What follows belongs to an exercise in optimizing a design on an open flow for small area; a production flow would make more cautious choices. The RTL was checked by simulation tests, not by an equivalence proof against the original design. The flow treats the clock pin as an ideal source. Dropping or thinning the clock tree relies on that and would not hold on a real chip. Power and IR drop assume default switching activity.

cedar:
==> module cache, before the edit <==
module cache #(
    parameter integer NUM_CACHE_L   = NUM_CACHE_LINES,
    parameter integer CACHE_L_SIZE  = CACHE_LINE_SIZE,
    parameter integer HALF          = 11
    )(
    input                       clk,
    input [NUM_CACHE_L-1:0]     we_lo,       
    input [NUM_CACHE_L-1:0]     we_hi,       
    input [NUM_CACHE_L-1:0]     we_line_n,   
    input [CACHE_L_SIZE-1:0]    din,
    output logic [NUM_CACHE_L-1:0][CACHE_L_SIZE-1:0] cache_memory
    );
    logic [NUM_CACHE_L-1:0][CACHE_L_SIZE-1:0] nxt;
    for (genvar i = 0; i < NUM_CACHE_L; i++) begin : g_line
        for (genvar b = 0; b < CACHE_L_SIZE; b++) begin : g_bit
            wire we = (b < HALF) ? we_lo[i] : we_hi[i];
            hold_cell hc (.we(we), .we_n(we_line_n[i]), .d(din[b]), .q(cache_memory[i][b]), .nxt(nxt[i][b]));
        end
    end
    always_ff @(posedge clk)
        cache_memory <= nxt;
endmodule
==> module dm_cache, before the edit <==
module dm_cache (
    input                       clk,
    input                       resetn,
    input                       write,
    input                       select,
    input  [INDEX_LENGTH-1:0]   index,
    input  [TAG_LENGTH-1:0]     tag_in,
    input  [CACHE_LINE_SIZE-1:0] mem_write,
    input  [CACHE_LINE_SIZE-1:0] mem_read,
    output logic [CACHE_LINE_SIZE-1:0] dout,
    output logic [TAG_LENGTH-1:0]     tag_out,
    output logic                      valid_out
    );
    localparam integer N = NUM_CACHE_LINES;
    localparam integer W = CACHE_LINE_SIZE + TAG_LENGTH + 1;    
    wire [5:0] ix_n;
    for (genvar k = 0; k < 6; k++) begin : g_inv
        inv1 u (.a(index[k]), .y(ix_n[k]));
    end
    wire wr_n, wr;
    nand2 u_wrn (.a(resetn), .b(write), .y(wr_n));
    inv1  u_wr  (.a(wr_n), .y(wr));
    wire [3:0] pa, pb, pc, pc_n, pcw, pcw_n;
    for (genvar k = 0; k < 4; k++) begin : g_pre
        nor2  ua (.a(k[0] ? ix_n[0] : index[0]), .b(k[1] ? ix_n[1] : index[1]), .y(pa[k]));
        nor2  ub (.a(k[0] ? ix_n[2] : index[2]), .b(k[1] ? ix_n[3] : index[3]), .y(pb[k]));
        nor2  uc (.a(k[0] ? ix_n[4] : index[4]), .b(k[1] ? ix_n[5] : index[5]), .y(pc[k]));
        nand2 ucn (.a(k[0] ? index[4] : ix_n[4]), .b(k[1] ? index[5] : ix_n[5]), .y(pc_n[k]));
        nand2 uwn (.a(pc[k]), .b(wr), .y(pcw_n[k]));
        nor2  uw  (.a(pc_n[k]), .b(wr_n), .y(pcw[k]));
    end
    wire [15:0] ab, ab_n;
    for (genvar j = 0; j < 16; j++) begin : g_ab
        nand2 un (.a(pa[j%4]), .b(pb[j/4]), .y(ab_n[j]));
        inv1  ui (.a(ab_n[j]), .y(ab[j]));
    end
    localparam integer HALF = 11;    
    logic [N-1:0] line_lo, line_hi, we_lo, we_hi, we_line_n;
    for (genvar i = 0; i < N; i++) begin : g_dec
        nor2  ul0 (.a(ab_n[i%16]), .b(pc_n[i/16]),  .y(line_lo[i]));
        nor2  ul1 (.a(ab_n[i%16]), .b(pc_n[i/16]),  .y(line_hi[i]));
        nor2  uw0 (.a(ab_n[i%16]), .b(pcw_n[i/16]), .y(we_lo[i]));
        nor2  uw1 (.a(ab_n[i%16]), .b(pcw_n[i/16]), .y(we_hi[i]));
        nand2 un  (.a(ab[i%16]),   .b(pcw[i/16]),   .y(we_line_n[i]));
    end
    logic [N-1:0][CACHE_LINE_SIZE-1:0] cache_memory;
    logic [N-1:0][TAG_LENGTH-1:0] tag_memory;
    logic [N-1:0]               valid_memory;
    cache c0 (
        .clk(clk),
        .we_lo(we_lo),
        .we_hi(we_hi),
        .we_line_n(we_line_n),
        .din(select ? mem_read : mem_write),
        .cache_memory(cache_memory)
    );
    tag_mem tm0 (
        .clk(clk),
        .we_line(we_hi),
        .we_line_n(we_line_n),
        .tag_in(tag_in),
        .tag_memory(tag_memory)
    );
    valid_mem vm0 (
        .clk(clk),
        .resetn(resetn),
        .we_line(we_hi),
        .valid_memory(valid_memory)
    );
    logic [W-1:0] q0, q1;        
    for (genvar b = 0; b < W; b++) begin : g_col
        logic [N-1:0] col;
        for (genvar i = 0; i < N; i++) begin : g_row
            if (b < CACHE_LINE_SIZE)                 assign col[i] = cache_memory[i][b];
            else if (b < CACHE_LINE_SIZE+TAG_LENGTH) assign col[i] = tag_memory[i][b-CACHE_LINE_SIZE];
            else                                     assign col[i] = valid_memory[i];
        end
        logic [5:0] part;
        wire [N-1:0] sel = (b < HALF) ? line_lo : line_hi;
        read_col rc (.sel(sel), .col(col), .part(part));
        nor3 u0 (.a(part[0]), .b(part[1]), .c(part[2]), .y(q0[b]));
        nor3 u1 (.a(part[3]), .b(part[4]), .c(part[5]), .y(q1[b]));
    end
    wire v, v_n;                 
    nand2 u_v  (.a(q0[W-1]), .b(q1[W-1]), .y(v));
    and2  u_vn (.a(q0[W-1]), .b(q1[W-1]), .y(v_n));
    logic [W-2:0] rd;            
    for (genvar b = 0; b < W-1; b++) begin : g_mask
        aoi21 u (.a1(q0[b]), .a2(q1[b]), .b1(v_n), .y(rd[b]));
    end
    always_ff @(posedge clk)
        if (resetn && !write) begin
            dout      <= rd[CACHE_LINE_SIZE-1:0];
            tag_out   <= rd[W-2:CACHE_LINE_SIZE];
            valid_out <= v;
        end
endmodule
Settings: LEC_CHECK=0, CAP_MARGIN=20, CORE_MARGIN=2, CORE_UTILIZATION=70, PLACE_DENSITY=0.75, SLEW_MARGIN=20, SYNTH_HIERARCHICAL=1, SYNTH_MINIMUM_KEEP_SIZE=0; clock period 6.0 ns.
standard.sh (not shown) runs the stock make flow with config.mk's settings and CLKGATE_MAP_FILE= SYNTH_SCRIPT=/design/flow/synth_recipe.tcl, a recipe that flattens the netlist after the stock synthesis.
==> flow/flow/run.sh <==
#!/bin/bash
# The standard layout (standard.sh: the standard flow's synthesis and ORFS flow), with two changes:
#  - port buffers use the smallest buffer cell instead of clkdlybuf4s50_1;
#  - the clock tree is built by flow/clock_tree.tcl (a balanced three-stage tree over a
#    recursive bisection of the registers' placement) in place of TritonCTS.
# make's full output goes to finish.log; each ORFS step keeps its own log under orfs/logs/.
set -euo pipefail
here=$(pwd)
bash standard.sh finish \
  "BUFFER_PORTS_ARGS=-buffer_cell sky130_fd_sc_hd__buf_1" \
  "PRE_CTS_TCL=$here/flow/clock_tree.tcl" \
  > finish.log 2>&1
Other scripts of this flow, unchanged in this note and not shown: flow/flow/clock_tree.tcl
Relative to cedar, the following input files were edited for quartz:
-- flow/design.v --
<<< cedar, line 57
module cache #(
    parameter integer NUM_CACHE_L   = NUM_CACHE_LINES,
    parameter integer CACHE_L_SIZE  = CACHE_LINE_SIZE,
    parameter integer HALF          = 11
    )(
    input                       clk,
    input [NUM_CACHE_L-1:0]     we_lo,       
    input [NUM_CACHE_L-1:0]     we_hi,       
    input [NUM_CACHE_L-1:0]     we_line_n,   
    input [CACHE_L_SIZE-1:0]    din,
>>> quartz, line 57
module cache #(
    parameter integer NUM_CACHE_L   = NUM_CACHE_LINES,
    parameter integer CACHE_L_SIZE  = CACHE_LINE_SIZE
    )(
    input                       clk,
    input [NUM_CACHE_L-1:0]     we_line,     
    input [NUM_CACHE_L-1:0]     we_line_n,   
    input [CACHE_L_SIZE-1:0]    din,
<<< cedar, line 70
    for (genvar i = 0; i < NUM_CACHE_L; i++) begin : g_line
        for (genvar b = 0; b < CACHE_L_SIZE; b++) begin : g_bit
            wire we = (b < HALF) ? we_lo[i] : we_hi[i];
            hold_cell hc (.we(we), .we_n(we_line_n[i]), .d(din[b]), .q(cache_memory[i][b]), .nxt(nxt[i][b]));
        end
    end
>>> quartz, line 68
    for (genvar i = 0; i < NUM_CACHE_L; i++) begin : g_line
        for (genvar b = 0; b < CACHE_L_SIZE; b++) begin : g_bit
            hold_cell hc (.we(we_line[i]), .we_n(we_line_n[i]), .d(din[b]), .q(cache_memory[i][b]), .nxt(nxt[i][b]));
        end
    end
<<< cedar, line 123
        inv1  ui (.a(ab_n[j]), .y(ab[j]));
    end
    localparam integer HALF = 11;    
    logic [N-1:0] line_lo, line_hi, we_lo, we_hi, we_line_n;
    for (genvar i = 0; i < N; i++) begin : g_dec
        nor2  ul0 (.a(ab_n[i%16]), .b(pc_n[i/16]),  .y(line_lo[i]));
        nor2  ul1 (.a(ab_n[i%16]), .b(pc_n[i/16]),  .y(line_hi[i]));
        nor2  uw0 (.a(ab_n[i%16]), .b(pcw_n[i/16]), .y(we_lo[i]));
        nor2  uw1 (.a(ab_n[i%16]), .b(pcw_n[i/16]), .y(we_hi[i]));
        nand2 un  (.a(ab[i%16]),   .b(pcw[i/16]),   .y(we_line_n[i]));
    end
    logic [N-1:0][CACHE_LINE_SIZE-1:0] cache_memory;
>>> quartz, line 120
        inv1  ui (.a(ab_n[j]), .y(ab[j]));
    end
    logic [N-1:0] line, we_line, we_line_n;
    for (genvar i = 0; i < N; i++) begin : g_dec
        nor2  ul (.a(ab_n[i%16]), .b(pc_n[i/16]),  .y(line[i]));
        nor2  uw (.a(ab_n[i%16]), .b(pcw_n[i/16]), .y(we_line[i]));
        nand2 un (.a(ab[i%16]),   .b(pcw[i/16]),   .y(we_line_n[i]));
    end
    logic [N-1:0][CACHE_LINE_SIZE-1:0] cache_memory;
<<< cedar, line 137
    cache c0 (
        .clk(clk),
        .we_lo(we_lo),
        .we_hi(we_hi),
        .we_line_n(we_line_n),
        .din(select ? mem_read : mem_write),
>>> quartz, line 131
    cache c0 (
        .clk(clk),
        .we_line(we_line),
        .we_line_n(we_line_n),
        .din(select ? mem_read : mem_write),
<<< cedar, line 145
    tag_mem tm0 (
        .clk(clk),
        .we_line(we_hi),
        .we_line_n(we_line_n),
        .tag_in(tag_in),
>>> quartz, line 138
    tag_mem tm0 (
        .clk(clk),
        .we_line(we_line),
        .we_line_n(we_line_n),
        .tag_in(tag_in),
<<< cedar, line 153
        .clk(clk),
        .resetn(resetn),
        .we_line(we_hi),
        .valid_memory(valid_memory)
    );
>>> quartz, line 146
        .clk(clk),
        .resetn(resetn),
        .we_line(we_line),
        .valid_memory(valid_memory)
    );
<<< cedar, line 165
        end
        logic [5:0] part;
        wire [N-1:0] sel = (b < HALF) ? line_lo : line_hi;
        read_col rc (.sel(sel), .col(col), .part(part));
        nor3 u0 (.a(part[0]), .b(part[1]), .c(part[2]), .y(q0[b]));
        nor3 u1 (.a(part[3]), .b(part[4]), .c(part[5]), .y(q1[b]));
>>> quartz, line 158
        end
        logic [5:0] part;
        read_col rc (.sel(line), .col(col), .part(part));
        nor3 u0 (.a(part[0]), .b(part[1]), .c(part[2]), .y(q0[b]));
        nor3 u1 (.a(part[3]), .b(part[4]), .c(part[5]), .y(q1[b]));
==> comparison <==
Final-layout worst hold slack delta (quartz -> cedar): insignificant. [compare] base=cedar new=quartz: synthesized cell count now smaller, global-route wire length before repair went up 1.8%. Going from cedar to quartz, the register share of the cell area was found to have gone down by 0.21 points. Final design area excluding fillers | quartz above cedar. In the tables for cedar and quartz, tap cell instance count reads higher with cedar. Looking at uppermost signal routing layer after detailed routing, the met4 result is from cedar; the met5 one comes from quartz. Across both runs, final wirelength was higher for quartz than for cedar. quartz: power per cell area is 0.35% lower than what cedar reported. When the final numbers for cedar and quartz were put side by side, the time the final worst path needs with I/O delays and setup turned out to be greater in cedar. Compared with cedar, footprint of the multi-input gates in quartz decreased slightly.
No run of this note takes its clock network from TritonCTS; it comes from the design's own scripts or RTL.

port drivers added, routing unchanged:
The results above use ideal ports. As a check the final layouts listed here were re-extracted and re-timed, cells and wires unchanged.
Step 1 assumes that a clkbuf_16 drives the clock port and a buf_2 every other input.
Step 2 also shifts input and output timing later by t, the mid clock arrival at the registers, as if the neighbouring blocks saw the same clock.
Slacks: ideal / step 1 / step 2; pairs: ideal / step 1.
| run | t, ns | slack for setup (ns) | hold WS [ns] | worst setup path at the end | worst slew at a driven data input, ns |
|---|---|---|---|---|---|
| cedar | 0.583 | 1.552 / 1.518 / 0.936 | 0.463 / 0.463 / 0.463 | input to register | 0.14 |
| quartz | 0.575 | 1.812 / 1.784 / 1.208 | 0.463 / 0.463 / 0.463 | input to register | 0.13 |
After both steps setup and hold are still met in every run listed. For cedar, which loses most, drivers alone change the setup slack by -0.034 ns; drivers and shift together by -0.616 ns.
